From an optimization exercise on the open Yosys and OpenROAD flow, aimed at small area; shortcuts taken in it are not production practice. Function was checked by simulation only, so behaviour that the tests miss may differ from the original. Power is estimated from default activity; no workload was simulated.

Design DMAC, start of the top module:
module DMAC #(
    parameter AXI_ID_WD   = 2,
    parameter AXI_DATA_WD = 32,
    parameter AXI_ADDR_WD = 32,
    parameter AXI_STRB_WD = 4
)(
    input                      AXI_ACLK,
    input                      AXI_ARESETN,
    input                      cmd_valid,
    input  [AXI_ADDR_WD-1 : 0] cmd_addr,
    input  [AXI_ID_WD-1   : 0] cmd_id,
    input  [1 : 0]             cmd_burst,
    input  [2 : 0]             cmd_size,
    input  [AXI_ADDR_WD-1 : 0] cmd_len,
    output                     cmd_ready,
    output                     cmd_abort,
    output [AXI_ADDR_WD-1 : 0] AXI_AWADDR,
    output [AXI_ID_WD-1   : 0] AXI_AWID,
    output [1 : 0]             AXI_AWBURST,
    output [2 : 0]             AXI_AWSIZE,
    output [7 : 0]             AXI_AWLEN,
    output                     AXI_AWVALID,
    input                      AXI_AWREADY,
    output [AXI_DATA_WD-1 : 0] AXI_WDATA,
    output [AXI_STRB_WD-1 : 0] AXI_WSTRB,
    output                     AXI_WLAST,
    output                     AXI_WVALID,
    input                      AXI_WREADY,
    input  [AXI_ID_WD-1   : 0] AXI_BID,
    input  [1 : 0]             AXI_BRESP,
    input                      AXI_BVALID,
    output                     AXI_BREADY,
    output [AXI_ADDR_WD-1 : 0] AXI_ARADDR,
    output [AXI_ID_WD-1   : 0] AXI_ARID,
    output [1 : 0]             AXI_ARBURST,
    output [2 : 0]             AXI_ARSIZE,
    output [7 : 0]             AXI_ARLEN,
    output                     AXI_ARVALID,
    input                      AXI_ARREADY,
    input  [AXI_DATA_WD-1 : 0] AXI_RDATA,
    input                      AXI_RLAST,
    input  [AXI_ID_WD-1   : 0] AXI_RID,
    input  [1 : 0]             AXI_RRESP,
    input                      AXI_RVALID,
    output                     AXI_RREADY
);
For scale: roughly 770 cells after synthesis, ~260 I/O pins.
Settings: LEC_CHECK=0, CAP_MARGIN=20, CORE_MARGIN=2, CORE_UTILIZATION=65, PLACE_DENSITY=0.75, SLEW_MARGIN=20; clock period 6.5 ns.
standard.sh (not shown) runs the stock make flow with config.mk's settings and CLKGATE_MAP_FILE= SYNTH_SCRIPT=/design/flow/synth_recipe.tcl, a recipe that flattens the netlist after the stock synthesis.
==> flow/flow/run.sh <==
#!/bin/bash
set -euo pipefail
export MY_WORK="$PWD"
export MY_ABC_SCRIPT="$PWD/flow/abc_area.script"
export MY_ABC_D=6500
export BUFFER_PORTS_ARGS="-buffer_cell sky130_fd_sc_hd__buf_1"
# clock tree: the standard arguments, without dummy loads
export CTS_ARGS="-sink_clustering_enable -repair_clock_nets -dont_use_dummy_load -buf_list sky130_fd_sc_hd__clkbuf_8"
if [[ -f flow/env.sh ]]; then source flow/env.sh; fi
sed "s#SYNTH_SCRIPT=[^ ]*#SYNTH_SCRIPT=$PWD/flow/synth.tcl#" standard.sh > my_standard.sh
bash my_standard.sh > flow_make.log 2>&1
==> flow/flow/abc_area.script <==
strash
&get -n
&deepsyn -T 30
&put
&get -n
&dch -f
&nf -R 1000
&put
==> flow/flow/synth.tcl <==
# synth_recipe.tcl (the standard synthesis) with ABC's mapping script and delay target replaced.
proc abc {args} {
  set out {}
  set skip 0
  foreach a $args {
    if {$skip} { set skip 0; continue }
    if {$a eq "-script" || $a eq "-D"} { set skip 1; continue }
    lappend out $a
  }
  set out [linsert $out 0 -script $::env(MY_ABC_SCRIPT)]
  lappend out -D $::env(MY_ABC_D)
  puts "abc override: $out"
  yosys abc {*}$out
}
source $::env(MY_WORK)/synth_recipe.tcl
Edit:
==> flow/flow/env.sh (new file) <==
export CTS_ARGS="-sink_clustering_enable -repair_clock_nets -dont_use_dummy_load -buf_list {sky130_fd_sc_hd__clkbuf_4 sky130_fd_sc_hd__clkbuf_8} -root_buf sky130_fd_sc_hd__clkbuf_8"
Settings changed: CORE_UTILIZATION 65 to 40, PLACE_DENSITY 0.75 to not set.
After rerunning: Setup slack improves by 31 ps; design area goes up by 1.3%; total power goes up by 0.70%; cell count goes up by 8.2%; count of clock-buffer cells in the layout stays the same; routed wire length goes up by 10%; non-clock buffer count is unchanged; hold slack degrades by 14 ps; die area goes up by 60%; synthesized area does not change.
Edit:
==> flow/flow/env.sh (replaced) <==
export CTS_ARGS="-sink_clustering_enable -repair_clock_nets -dont_use_dummy_load -buf_list sky130_fd_sc_hd__clkbuf_4 -root_buf sky130_fd_sc_hd__clkbuf_8"
Settings changed: CORE_UTILIZATION 40 to 65, PLACE_DENSITY set to 0.8.
Effect: Via count goes up by 4.7%. Core utilization goes up by 27 points. Total power goes down by 6.4%.
Edit:
==> flow/flow/env.sh (replaced) <==
export CTS_ARGS="-sink_clustering_enable -repair_clock_nets -dont_use_dummy_load -buf_list sky130_fd_sc_hd__clkbuf_8 -sink_clustering_size 30 -sink_clustering_max_diameter 150 -sink_clustering_levels 1"
Settings changed: CORE_UTILIZATION 65 to 40, PLACE_DENSITY 0.8 to not set.
=>
- power goes up by about 7%
- utilization decreases by 27 points
- design area grows by about 2.6%
Edit:
removed: flow/flow/env.sh
After rerunning:
- power is unchanged
- cell area stays the same
- sequential power is about the same
- utilization stays the same
- wire length does not change
- global-route usage is unchanged
- non-clock buffer count is unchanged
- sequential cell count does not change

[port drivers added, routing unchanged]
The results above use ideal ports. As a check the final layouts listed here were re-extracted and re-timed, cells and wires unchanged.
Step 1: set_driving_cell puts a clkbuf_16 on AXI_ACLK and a buf_2 on each other input, an assumption about the parent block.
Step 2 moves the port delays by t, midway between the first and last clock arrival at a register: inputs arrive t later, outputs are due t later. That takes back most of the time a late clock gives input paths.
Slacks: ideal / step 1 / step 2; pairs: ideal / step 1.
run | t, ns | setup slack, ns | clock arrival spread, ns | worst register clock-pin slew, ns
the first run | 0.465 | 1.711 / 1.723 / 1.258 | 0.019 / 0.019 | 0.07 / 0.07
the second run | 0.467 | 1.742 / 1.756 / 1.289 | 0.030 / 0.030 | 0.08 / 0.08
the third run | 0.448 | 1.586 / 1.592 / 1.145 | 0.027 / 0.027 | 0.11 / 0.11
the fourth run | 0.467 | 1.742 / 1.756 / 1.289 | 0.030 / 0.030 | 0.08 / 0.08
the fifth run | 0.467 | 1.742 / 1.756 / 1.289 | 0.030 / 0.030 | 0.08 / 0.08
After both steps setup and hold are still met in every run listed.
